What follows belongs to an exercise in optimizing a design on an open flow for a short achievable clock period and few clock cycles; a production flow would make more cautious choices.
Function was checked by simulation only, so behaviour that the tests miss may differ from the original.
Power and IR drop assume default switching activity.

==> v19: inputs <==
Design SimTop, start of the top module:
module SimTop(
    input         clock,
    input         reset,
    output [63:0] imem_addr,
    input  [63:0] imem_rdata,
    output [63:0] dmem_addr,
    input  [63:0] dmem_rdata,
    output        dmem_wen,
    output [63:0] dmem_wdata,
    output [63:0] dmem_wmask,
    output        commit_valid,
    output [63:0] commit_pc,
    output [31:0] commit_inst,
    output        commit_wen,
    output [4:0]  commit_wdest,
    output [63:0] commit_wdata
);
Settings: LEC_CHECK=0, CAP_MARGIN=20, CORE_MARGIN=2, CORE_UTILIZATION=55, SLEW_MARGIN=20, TNS_END_PERCENT=100; clock period 15.5 ns.
standard.sh (not shown) runs the stock make flow with config.mk's settings and CLKGATE_MAP_FILE= SYNTH_SCRIPT=/design/flow/synth_recipe.tcl, a recipe that flattens the netlist after the stock synthesis.
==> flow/flow/run.sh <==
#!/bin/bash
# Own layout flow: the standard ORFS flow (standard.sh, unchanged
# synthesis and floorplan), with
#  - port buffers of a plain buffer cell (buf_4) rather than the delay cell
#    buffer_ports picks by default; every port is still buffered.
# Each ORFS step writes its own log under orfs/logs/; make's output goes to
# flow_make.log.
set -euo pipefail
MARGIN=$(cat flow/margin.txt)
export BUFFER_PORTS_ARGS="-inputs -outputs -buffer_cell sky130_fd_sc_hd__buf_4"
sed "s|CLKGATE_MAP_FILE= |CLKGATE_MAP_FILE= SETUP_SLACK_MARGIN=${MARGIN} |" standard.sh > standard_margin.sh
bash standard_margin.sh finish > flow_make.log 2>&1
==> flow/flow/margin.txt <==
11
==> inputs of v5, as changes to v19 <==
--- a/flow/design.v
+++ b/flow/design.v
@@ -9,14 +9,14 @@
   input  wire [15 : 0] upd_pc,
   input  wire          upd_taken,
   output wire          c_valid,
   output wire [31 : 0] c_inst,
   output wire          c_pred,       
+  output wire [15 : 0] c_alt,        
   output wire          c_fresh,      
   output wire [31 : 0] q_inst,       
-  output wire          q_pred,
-  output wire [15 : 0] q_pc,         
+  output wire [15 : 0] q_alt,        
   input  wire          take,         
   input  wire          redir,        
   input  wire [15 : 0] redir_pc,
   input  wire          squash        
 );
@@ -45,34 +45,39 @@
   endfunction
   localparam EW = 49;
   reg  [EW - 1 : 0] q [0 : 3];
   reg  [2 : 0]  qn;
   reg           jp;                  
-  reg  [15 : 0] jp_pc, jp_off;
+  reg  [15 : 0] jp_t;
   wire [15 : 0] pc_lo = {fa[15 : 3], 3'b000};
   wire [15 : 0] pc_hi = {fa[15 : 3], 3'b100};
   wire [31 : 0] w_lo  = rdata[31 : 0];
   wire [31 : 0] w_hi  = rdata[63 : 32];
   wire j_lo = (w_lo[6 : 0] == 7'b1101111), b_lo = (w_lo[6 : 0] == 7'b1100011);
   wire j_hi = (w_hi[6 : 0] == 7'b1101111), b_hi = (w_hi[6 : 0] == 7'b1100011);
   wire p_lo = j_lo | b_lo & bpred(w_lo, pc_lo, bt_valid, bt_bit, bt_tag[pc_lo[6 : 2]]);
   wire p_hi = j_hi | b_hi & bpred(w_hi, pc_hi, bt_valid, bt_bit, bt_tag[pc_hi[6 : 2]]);
+  wire [15 : 0] t_lo = pc_lo + offset(w_lo);
+  wire [15 : 0] t_hi = pc_hi + offset(w_hi);
+  wire [15 : 0] alt_lo = p_lo ? pc_lo + 16'd4 : t_lo;
+  wire [15 : 0] alt_hi = p_hi ? pc_hi + 16'd4 : t_hi;
   wire          av     = ~squash & ~jp;
   wire [31 : 0] a0_i   = fa[2] ? w_hi : w_lo;
   wire          a0_p   = fa[2] ? p_hi : p_lo;
-  wire [15 : 0] a0_pc  = fa[2] ? pc_hi : pc_lo;
+  wire [15 : 0] a0_t   = fa[2] ? t_hi : t_lo;
+  wire [15 : 0] a0_a   = fa[2] ? alt_hi : alt_lo;
   wire          a1_v   = ~fa[2] & ~p_lo;
-  wire [EW - 1 : 0] a0_e = {a0_i, a0_p, a0_pc};
-  wire [EW - 1 : 0] a1_e = {w_hi, p_hi, pc_hi};
+  wire [EW - 1 : 0] a0_e = {a0_i, a0_p, a0_a};
+  wire [EW - 1 : 0] a1_e = {w_hi, p_hi, alt_hi};
   assign c_fresh = (qn == 3'd0);
   assign c_valid = ~c_fresh | av;
   wire [EW - 1 : 0] c_e = c_fresh ? a0_e : q[0];
   assign c_inst  = c_e[48 : 17];
   assign c_pred  = c_e[16];
+  assign c_alt   = c_e[15 : 0];
   assign q_inst  = q[0][48 : 17];
-  assign q_pred  = q[0][16];
-  assign q_pc    = q[0][15 : 0];
+  assign q_alt   = q[0][15 : 0];
   wire acc   = av & (qn <= 3'd2);          
   wire cq    = take & ~c_fresh;            
   wire cf    = take & c_fresh & av;        
   wire [2 : 0] nb = cq ? qn - 3'd1 : qn;   
   wire          w0_v = acc & (cf ? a1_v : 1'b1);
@@ -98,16 +103,15 @@
       jp <= 1'b0;
     end else begin
       qn <= nb + {2'b00, w0_v} + {2'b00, w1_v};
       jp <= acc & (a0_p | a1_v & p_hi);
       if (jp)
-        fa <= jp_pc + jp_off;
+        fa <= jp_t;
       else if (acc)
         fa <= {fa[15 : 3] + 13'd1, 3'b000};
     end
-    jp_pc  <= a0_p ? a0_pc : pc_hi;
-    jp_off <= offset(a0_p ? a0_i : w_hi);
+    jp_t <= a0_p ? a0_t : t_hi;
   end
 endmodule
  `timescale 1ns / 1ps
 module id_stage(
   input  wire [31 : 0] inst,
@@ -299,10 +303,12 @@
 reg  [63:0] d_pc;                      
 reg         d_m1x, d_m1m, d_m1w, d_m2x, d_m2m, d_m2w;
 reg         d_stall;                   
 reg         d_use_alt;                 
 reg         d_altok;                   
+reg  [15:0] d_altaddr;                 
+reg         d_altv;                    
 reg         m_late;                    
 reg         d_alt_late;                
 reg  [4:0]  d_rs1, d_rs2;              
 reg         a_valid;
 reg  [185-1:0] a_dec, a2_dec;       
@@ -365,13 +371,12 @@
 wire        e_m2m  = d_m2m & ~d_use_alt;
 wire [4:0]  e_rd   = e_ir[11:7];
 wire [15:0] fa;
 wire [31:0] f_inst;
 wire        f_valid, f_pred, f_fresh;
-wire [15:0] fq_pc;
+wire [15:0] f_alt, fq_alt;
 wire [31:0] fq_inst;
-wire        fq_pred;
 wire        f_take, f_redir, f_squash;
 wire [15:0] f_redir_pc;
 if_stage If_stage(
   .clk       (clock),
   .rst       (reset),
@@ -381,14 +386,14 @@
   .upd_pc    (m_pc[15:0]),
   .upd_taken (m_taken),
   .c_valid   (f_valid),
   .c_inst    (f_inst),
   .c_pred    (f_pred),
+  .c_alt     (f_alt),
   .c_fresh   (f_fresh),
   .q_inst    (fq_inst),
-  .q_pred    (fq_pred),
-  .q_pc      (fq_pc),
+  .q_alt     (fq_alt),
   .take      (f_take),
   .redir     (f_redir),
   .redir_pc  (f_redir_pc),
   .squash    (f_squash)
 );
@@ -446,12 +451,10 @@
 wire        fq_rs10 = (fq_inst[19:15] == 5'd0);
 wire        f_jpred = fq_jalr & ~f_fresh &
                       (fq_rs10 | (d_valid & e_rfw & e_early & (e_rd == fq_inst[19:15])));
 wire [15:0] f_jsum  = (fq_rs10 ? 16'd0 : e_earlyv[15:0]) + {{4{fq_inst[31]}}, fq_inst[31:20]};
 wire [15:0] f_jtgt  = {f_jsum[15:1], 1'b0};
-wire [15:0] fq_alt = fq_pred ? fq_pc + 16'd4 :
-                     fq_pc + {{4{fq_inst[31]}}, fq_inst[7], fq_inst[30:25], fq_inst[11:8], 1'b0};
 assign imem_addr = {d_pc[63:16], fa};
 wire [63:0] rf_r1, rf_r2;
 regfile Regfile(
   .clk     (clock),
   .rst     (reset),
@@ -608,11 +611,12 @@
 assign commit_inst  = c_inst;
 assign commit_wen   = c_wen;
 assign commit_wdest = c_inst[11:7];
 assign commit_wdata = c_data;
 wire use_alt_next = x_redirect & x_alt;
-wire late_next = d_valid & e_brx & ~d_use_alt & ~d_altok & ~x_mem & ~stall & ~x_redirect;
+wire late_next = d_valid & e_brx & ~d_use_alt & ~d_altok & d_altv & ~x_mem & ~stall &
+                 ~x_redirect;
 always @(posedge clock) begin
   if (reset) begin
     d_valid   <= 1'b0;
     d_pc      <= 64'h00000000_80000000;
     d_use_alt <= 1'b0;
@@ -655,10 +659,12 @@
     d_rs2 <= f_rs2;
   end
   if (!stall) begin
     d_dec   <= f_dec;
     d_pred  <= f_pred | f_jpred;
+    d_altaddr <= f_alt;
+    d_altv  <= f_valid;
     d_m1x   <= f_m1x;
     d_m1m   <= f_m1m;
     d_m1w   <= f_m1w;
     d_m2x   <= f_m2x;
     d_m2m   <= f_m2m;
@@ -724,11 +730,11 @@
   m_rfw   <= x_rfw;
   m_load  <= x_load;
   m_brx   <= x_brx;
   m_taken <= x_taken;
   m_res   <= x_result;
-  m_addr  <= x_mem ? x_sum : {x_sum[63:16], late_next ? (e_pred ? d_pc4[15:0] : d_pcadd[15:0]) : fq_alt};
+  m_addr  <= x_mem ? x_sum : {x_sum[63:16], late_next ? d_altaddr : fq_alt};
   m_off   <= x_sum[2:0];
   m_wdata <= x_wdata;
   m_bmask <= x_bmask;
   w_rfw  <= m_rfw;
   if (m_valid & m_rfw) begin
==> inputs of v18, as changes to v19 <==
--- a/flow/design.v
+++ b/flow/design.v
@@ -185,10 +185,13 @@
 endmodule
  `timescale 1ns / 1ps
 module exe_stage(
   input  wire [63 : 0] a,           
   input  wire [63 : 0] b,           
+  input  wire [5 : 0]    b_reg,
+  input  wire [5 : 0]    b_fwd,
+  input  wire            b_sel,
   input  wire            sub,         
   input  wire            sel_add,
   input  wire            sel_slt,
   input  wire            sel_sltu,
   input  wire            sel_and,
@@ -198,25 +201,24 @@
   input  wire            sel_sr,
   input  wire            sra,         
   input  wire            word,        
   input  wire            sel_early,   
   input  wire [63 : 0] early,
-  input  wire [2 : 0]    f3,          
   output wire [63 : 0] sum,         
-  output wire [63 : 0] result,
-  output wire            taken
+  output wire [63 : 0] result
 );
   wire [63 : 0] addsub = sub ? (a - b) : (a + b);
   assign sum = a + b;
-  wire eq  = (a == b);
   wire ltu = (a < b);
   wire lt  = ($signed(a) < $signed(b));
-  wire [5 : 0]    shamt = word ? {1'b0, b[4 : 0]} : b[5 : 0];
+  wire [5 : 0]    sh0   = word ? {1'b0, b_reg[4 : 0]} : b_reg[5 : 0];
+  wire [5 : 0]    sh1   = word ? {1'b0, b_fwd[4 : 0]} : b_fwd[5 : 0];
   wire [63 : 0] sa    = word ? {{32{sra & a[31]}}, a[31 : 0]} : a;
-  wire [64 : 0]   sr65  = $signed({sra & sa[63], sa}) >>> shamt;
-  wire [63 : 0] srv   = sr65[63 : 0];
-  wire [63 : 0] slv   = a << shamt;
+  wire [64 : 0]   sr0   = $signed({sra & sa[63], sa}) >>> sh0;
+  wire [64 : 0]   sr1   = $signed({sra & sa[63], sa}) >>> sh1;
+  wire [63 : 0] srv   = b_sel ? sr1[63 : 0] : sr0[63 : 0];
+  wire [63 : 0] slv   = b_sel ? (a << sh1) : (a << sh0);
   wire [63 : 0] r =
       ({64{sel_add}}   & addsub)
     | ({64{sel_slt}}   & {63'd0, lt})
     | ({64{sel_sltu}}  & {63'd0, ltu})
     | ({64{sel_and}}   & (a & b))
@@ -224,23 +226,10 @@
     | ({64{sel_xor}}   & (a ^ b))
     | ({64{sel_sll}}   & slv)
     | ({64{sel_sr}}    & srv)
     | ({64{sel_early}} & early);
   assign result = word ? {{32{r[31]}}, r[31 : 0]} : r;
-  reg t;
-  always @(*) begin
-    case (f3)
-      3'b000:  t = eq;
-      3'b001:  t = ~eq;
-      3'b100:  t = lt;
-      3'b101:  t = ~lt;
-      3'b110:  t = ltu;
-      3'b111:  t = ~ltu;
-      default: t = 1'b0;
-    endcase
-  end
-  assign taken = t;
 endmodule
  `timescale 1ns / 1ps
 module regfile(
   input  wire            clk,
   input  wire            rst,
@@ -291,20 +280,22 @@
   input uses_rs2);
   pack = {ir, imm, pcimm, is_lui, is_auipc, is_jal, is_jalr, is_load, is_store,
           is_branch, b_is_rs2, wen, rfw, early, brx, sub, sel_add, sel_slt, sel_sltu,
           sel_and, sel_or, sel_xor, sel_sll, sel_sr, sra, word, uses_rs1, uses_rs2};
 endfunction
-reg         d_valid;
+reg         d_vreg;
+wire        d_valid;                   
 reg  [185-1:0] d_dec;
 reg         d_pred;
 reg  [63:0] d_pc;                      
 reg         d_m1x, d_m1m, d_m1w, d_m2x, d_m2m, d_m2w;
 reg         d_stall;                   
 reg         d_use_alt;                 
 reg         d_altok;                   
 reg         m_late;                    
 reg         d_alt_late;                
+reg         a_bad;                     
 reg  [4:0]  d_rs1, d_rs2;              
 reg         a_valid;
 reg  [185-1:0] a_dec, a2_dec;       
 reg         a_pred, a2_pred;
 reg  [15:0] a_addr, a_off;
@@ -320,10 +311,11 @@
 reg         x_sel_sll, x_sel_sr, x_sra, x_word;
 reg  [63:0] x_early;
 reg  [63:0] x_rtgt;                    
 reg         x_c_eq, x_c_ne, x_c_lt, x_c_ge, x_c_ltu, x_c_geu;
 reg         x_brx;
+reg         x_pred;                    
 reg         m_valid;
 reg  [63:0] m_pc;
 reg  [31:0] m_ir;
 reg         m_wen, m_rfw, m_load, m_brx, m_taken;
 reg  [63:0] m_res;
@@ -340,12 +332,15 @@
 reg         w_rfw;
 reg  [63:0] w_data;
 reg         p_x;
 reg         px_jalr;
 reg  [63:0] px_sum, px_rtgt;
+reg  [63:0] ap_pcadd, ap_pc4;
 wire [4:0] x_rd = x_ir[11:7];
 wire [4:0] m_rd = m_ir[11:7];
+wire d_kill = d_use_alt & d_alt_late & a_bad;
+assign d_valid = d_vreg & ~d_kill;
 wire [185-1:0] e_dec = d_use_alt ? (d_alt_late ? a_dec : a2_dec) : d_dec;
 wire [31:0] e_ir;
 wire [63:0] e_imm, e_pcimm;
 wire        e_is_lui, e_is_auipc, e_is_jal, e_is_jalr, e_is_load, e_is_store, e_is_branch;
 wire        e_b_is_rs2, e_wen, e_rfw, e_early, e_brx;
@@ -464,25 +459,27 @@
   .r_data2 (rf_r2)
 );
 wire [63:0] d_r1 = e_m1w ? w_data : rf_r1;
 wire [63:0] d_r2 = e_m2w ? w_data : rf_r2;
 wire stall = d_valid & d_stall & ~d_use_alt;
-wire [63:0] d_jsum  = (e_m1x ? x_early : 64'd0) + e_imm;
-wire [63:0] d_pcadd = e_pc + e_pcimm;
-wire [63:0] d_pc4   = e_pc + 64'd4;
+wire [63:0] d_jsum  = (d_m1x ? x_early : 64'd0) + d_dec[185-33 -: 64];    
+wire [63:0] d_pcadd = d_use_alt ? ap_pcadd : d_pc + d_dec[185-97 -: 64];
+wire [63:0] d_pc4   = d_use_alt ? ap_pc4 : d_pc + 64'd4;
 wire [63:0] d_npc   = e_is_jalr ? {d_jsum[63:1], 1'b0} : e_pred ? d_pcadd : d_pc4;
 wire d_jok = e_is_jalr & ~e_pred & ((e_ir[19:15] == 5'd0) | (e_m1x & x_early_sel));
 wire d_redirect = d_valid & d_jok;
 assign      e_earlyv = e_is_lui ? e_pcimm : e_is_auipc ? d_pcadd : d_pc4;
 wire [63:0] x_av = x_fa_m ? m_res : x_a;
 wire [63:0] x_bv = x_fb_m ? m_res : x_b;
 wire [63:0] x_sv = x_fs_m ? m_res : x_sd;
 wire [63:0] x_sum, x_result;
-wire        x_taken;
 exe_stage Exe_stage(
   .a         (x_av),
   .b         (x_bv),
+  .b_reg     (x_b[5:0]),
+  .b_fwd     (m_res[5:0]),
+  .b_sel     (x_fb_m),
   .sub       (x_sub),
   .sel_add   (x_sel_add),
   .sel_slt   (x_sel_slt),
   .sel_sltu  (x_sel_sltu),
   .sel_and   (x_sel_and),
@@ -492,14 +489,12 @@
   .sel_sr    (x_sel_sr),
   .sra       (x_sra),
   .word      (x_word),
   .sel_early (x_early_sel),
   .early     (x_early),
-  .f3        (x_ir[14:12]),
   .sum       (x_sum),
-  .result    (x_result),
-  .taken     (x_taken)
+  .result    (x_result)
 );
 function misp(input [63:0] a, input [63:0] b, input c_eq, input c_ne, input c_lt,
               input c_ge, input c_ltu, input c_geu);
   reg eq, lt, ltu;
   begin
@@ -513,11 +508,11 @@
 wire x_misp_mr = misp(m_res, x_b,   x_c_eq, x_c_ne, x_c_lt, x_c_ge, x_c_ltu, x_c_geu);
 wire x_misp_rm = misp(x_a,   m_res, x_c_eq, x_c_ne, x_c_lt, x_c_ge, x_c_ltu, x_c_geu);
 wire x_misp_mm = x_c_eq | x_c_ge | x_c_geu;        
 wire x_misp = x_fa_m ? (x_fb_m ? x_misp_mm : x_misp_mr) : (x_fb_m ? x_misp_rm : x_misp_rr);
 wire x_redirect = x_valid & (x_jalr | x_misp);
-wire x_alt_late = m_late & ~(g_is_jal | g_is_jalr | g_is_branch);
+wire x_alt_late = m_late;
 wire x_alt = (a_valid | x_alt_late) & ~x_jalr;
 wire [15:0] x_tlo = x_alt ? (m_late ? m_addr[15:0] + 16'd4 : a_next) : x_rtgt[15:0];
 wire        p_j   = p_x & px_jalr;
 reg [63:0] x_wdata;
 reg [7:0]  x_bmask;
@@ -595,15 +590,15 @@
   g_sel_sr, g_sra, g_word, g_uses_rs1, g_uses_rs2);
 wire g_pred = g_is_jal | (g_is_branch & g_inst[31]);
 wire [15:0] g_off = g_is_jal ? {g_inst[15:12], g_inst[20], g_inst[30:21], 1'b0}
                              : {{4{g_inst[31]}}, g_inst[7], g_inst[30:25], g_inst[11:8], 1'b0};
 wire g_take = d_valid & d_altok & e_brx & ~d_use_alt & ~stall & ~x_redirect & ~g_is_jalr;
-wire f_jr = f_valid & ~stall & f_jpred & ~x_redirect & ~p_j & ~d_redirect;
+wire f_jr = f_valid & ~stall & f_jpred & ~x_redirect & ~p_j & ~d_redirect & ~d_kill;
 assign f_take     = ~stall;
-assign f_redir    = x_redirect | p_j | d_redirect | f_jr;
+assign f_redir    = x_redirect | p_j | d_redirect | d_kill | f_jr;
 assign f_redir_pc = x_redirect ? x_tlo : p_j ? {px_sum[15:1], 1'b0} :
-                    d_redirect ? {d_jsum[15:1], 1'b0} : f_jtgt;
+                    d_redirect ? {d_jsum[15:1], 1'b0} : d_kill ? px_rtgt[15:0] : f_jtgt;
 assign f_squash   = p_j;
 assign commit_valid = w_valid;
 assign commit_pc    = c_pc;
 assign commit_inst  = c_inst;
 assign commit_wen   = c_wen;
@@ -611,11 +606,11 @@
 assign commit_wdata = c_data;
 wire use_alt_next = x_redirect & x_alt;
 wire late_next = d_valid & e_brx & ~d_use_alt & ~d_altok & ~x_mem & ~stall & ~x_redirect;
 always @(posedge clock) begin
   if (reset) begin
-    d_valid   <= 1'b0;
+    d_vreg    <= 1'b0;
     d_pc      <= 64'h00000000_80000000;
     d_use_alt <= 1'b0;
     d_altok   <= 1'b0;
     a_valid   <= 1'b0;
     m_late    <= 1'b0;
@@ -625,23 +620,26 @@
     m_dwen    <= 1'b0;
     w_valid   <= 1'b0;
     p_x       <= 1'b0;
   end else begin
     if (x_redirect)
-      d_valid <= x_alt;
-    else if (p_j | d_redirect)
-      d_valid <= 1'b0;
+      d_vreg <= x_alt;
+    else if (p_j | d_redirect | d_kill)
+      d_vreg <= 1'b0;
     else if (!stall)
-      d_valid <= f_valid;
+      d_vreg <= f_valid;
     d_use_alt <= use_alt_next;
     d_alt_late <= use_alt_next & m_late;
-    d_altok   <= ~x_mem & ~stall & ~x_redirect & ~p_j & ~d_redirect & ~f_fresh & ~late_next;
+    d_altok   <= ~x_mem & ~stall & ~x_redirect & ~p_j & ~d_redirect & ~d_kill & ~f_fresh &
+                 ~late_next;
     m_late    <= late_next;
     a_valid   <= g_take;
     p_x <= x_redirect & ~x_alt;
     if (p_x)
       d_pc <= px_jalr ? {px_sum[63:1], 1'b0} : px_rtgt;
+    else if (d_kill)
+      d_pc <= px_rtgt;
     else if (d_valid & ~stall)
       d_pc <= d_npc;
     x_valid <= d_valid & ~stall & ~x_redirect;
     m_valid <= x_valid;
     m_dwen  <= x_valid & x_store;
@@ -672,10 +670,11 @@
     d_m2m   <= d_m2x;
     d_m2w   <= d_m2m;
     d_stall <= 1'b0;
   end
   a_dec   <= g_dec;
+  a_bad   <= g_is_jal | g_is_jalr | g_is_branch | g_is_auipc;
   a_pred  <= g_pred;
   a_addr  <= m_addr[15:0];
   a_off   <= g_off;
   a2_dec  <= a_dec;
   a2_pred <= a_pred;
@@ -701,10 +700,11 @@
   x_c_lt      <= e_brx & ((e_ir[14:12] == 3'b100) & ~e_pred | (e_ir[14:12] == 3'b101) & e_pred);
   x_c_ge      <= e_brx & ((e_ir[14:12] == 3'b100) & e_pred | (e_ir[14:12] == 3'b101) & ~e_pred);
   x_c_ltu     <= e_brx & ((e_ir[14:12] == 3'b110) & ~e_pred | (e_ir[14:12] == 3'b111) & e_pred);
   x_c_geu     <= e_brx & ((e_ir[14:12] == 3'b110) & e_pred | (e_ir[14:12] == 3'b111) & ~e_pred);
   x_rtgt      <= e_pred ? d_pc4 : d_pcadd;
+  x_pred      <= e_pred;
   x_sub       <= e_sub;
   x_sel_add   <= e_sel_add;
   x_sel_slt   <= e_sel_slt;
   x_sel_sltu  <= e_sel_sltu;
   x_sel_and   <= e_sel_and;
@@ -716,17 +716,19 @@
   x_word      <= e_word;
   x_early     <= e_earlyv;
   px_jalr  <= x_jalr;
   px_sum   <= x_sum;
   px_rtgt  <= x_rtgt;
+  ap_pcadd <= x_rtgt + a_dec[185-97 -: 64];
+  ap_pc4   <= x_rtgt + 64'd4;
   m_pc    <= x_pc;
   m_ir    <= x_ir;
   m_wen   <= x_wen;
   m_rfw   <= x_rfw;
   m_load  <= x_load;
   m_brx   <= x_brx;
-  m_taken <= x_taken;
+  m_taken <= x_misp ^ x_pred;
   m_res   <= x_result;
   m_addr  <= x_mem ? x_sum : {x_sum[63:16], late_next ? (e_pred ? d_pc4[15:0] : d_pcadd[15:0]) : fq_alt};
   m_off   <= x_sum[2:0];
   m_wdata <= x_wdata;
   m_bmask <= x_bmask;
==> flow/flow/run.sh (replaced) <==
#!/bin/bash
# Own layout flow: the standard ORFS flow (standard.sh, unchanged
# synthesis and floorplan), with
#  - port buffers of a plain buffer cell (buf_4) rather than the delay cell
#    buffer_ports picks by default; every port is still buffered;
#  - after global routing, one more slew / capacitance repair
#    (flow/grt_post.tcl), since the aggressive timing repair can leave a net
#    near its limits.
# Each ORFS step writes its own log under orfs/logs/; make's output goes to
# flow_make.log.
set -euo pipefail
MARGIN=$(cat flow/margin.txt)
export BUFFER_PORTS_ARGS="-inputs -outputs -buffer_cell sky130_fd_sc_hd__buf_4"
export POST_GLOBAL_ROUTE_TCL=$PWD/flow/grt_post.tcl
sed "s|CLKGATE_MAP_FILE= |CLKGATE_MAP_FILE= SETUP_SLACK_MARGIN=${MARGIN} |" standard.sh > standard_margin.sh
bash standard_margin.sh finish > flow_make.log 2>&1
==> flow/flow/grt_post.tcl (new file) <==
# Run after ORFS's global routing (POST_GLOBAL_ROUTE_TCL): repair slew and
# capacitance once more on global-route parasitics, then legalise and
# re-route the changed nets and rewrite the route guides.
puts "Final slew / capacitance repair..."
estimate_parasitics -global_routing
repair_design -slew_margin 30 -cap_margin 30 -match_cell_footprint -verbose
global_route -start_incremental
detailed_placement
global_route -end_incremental
check_placement -verbose
estimate_parasitics -global_routing
report_check_types -max_slew -max_capacitance
write_guides $::env(RESULTS_DIR)/route.guide
CAP_MARGIN = 30   (was 20)
SLEW_MARGIN = 30   (was 20)
==> notes <==
v19 finished with timing, DRC and antenna clean. v18 finished clean. v5 completed with no timing, DRC or antenna violations.
The lowest count of clock-buffer cells in the layout belongs to v19, the highest to v18.
Between v5 and v18, the lower cell count is in v5 (gap 2.9%, measured against v18).
The highest worst hold slack belongs to v18, the lowest to v5.
The lowest critical path depth belongs to v18, the highest to v19.
The lowest setup slack belongs to v5, the highest to v18.
==> figures <==
Result of the run: v19 no timing/DRC/antenna violations; v5 no timing/DRC/antenna violations; v18 no timing/DRC/antenna violations
First-pass detailed-route iteration total: v19 7; v5 6; v18 9
P_int: v19 0.03255 W; v5 0.03289 W; v18 0.03293 W
Origin of the worst setup path: v19 d_alt_late$_SDFF_PP0_; v5 imem_rdata[3]; v18 c_data[42]$_DFF_P_
Fmax: v19 0.2027 GHz; v5 0.2002 GHz; v18 0.2068 GHz
Combinational cell fraction of total power: v19 0.560; v5 0.551; v18 0.555
Sequential fraction of the synthesis area: v19 0.4835; v5 0.4807; v18 0.4791
CP Capture Type: v19 register; v5 register; v18 output port
Number of multi-input combinational cells in the layout: v19 12.57k; v5 12.61k; v18 13.28k
Postcts setup bufs: v19 473; v5 501; v18 349
Simple logic cell fraction of the synthesized area: v19 0.1291; v5 0.1287; v18 0.1286
Testbench counts of v19, summed over its fixed seeds: cycles 44,654.
Testbench counts of v5, summed over its fixed seeds: cycles 44,654.
Testbench counts of v18, summed over its fixed seeds: cycles 44,725.

==> re-timing with driven ports <==
Ports are ideal in the flow. The routed layouts listed here were re-timed in OpenROAD.
Step 1 assumes that a clkbuf_16 drives the clock port and a buf_2 every other input.
Step 2 moves the port delays by t, midway between the first and last clock arrival at a register: inputs arrive t later, outputs are due t later. That takes back most of the time a late clock gives input paths.
a / b / c = ideal / step 1 / step 2; a / b = the first two.
run	shift t [ns]	slack for setup (ns)	hold slack, ns
v19	1.149	10.566 / 10.566 / 9.544	0.302 / 0.302 / 0.302
v5	1.163	10.505 / 10.529 / 9.366	0.300 / 0.300 / 0.300
v18	1.147	10.663 / 10.535 / 9.571	0.310 / 0.310 / 0.310
After both steps setup and hold are still met in every run listed. For v5, which loses most, drivers alone change the setup slack by +0.024 ns; drivers and shift together by -1.139 ns.
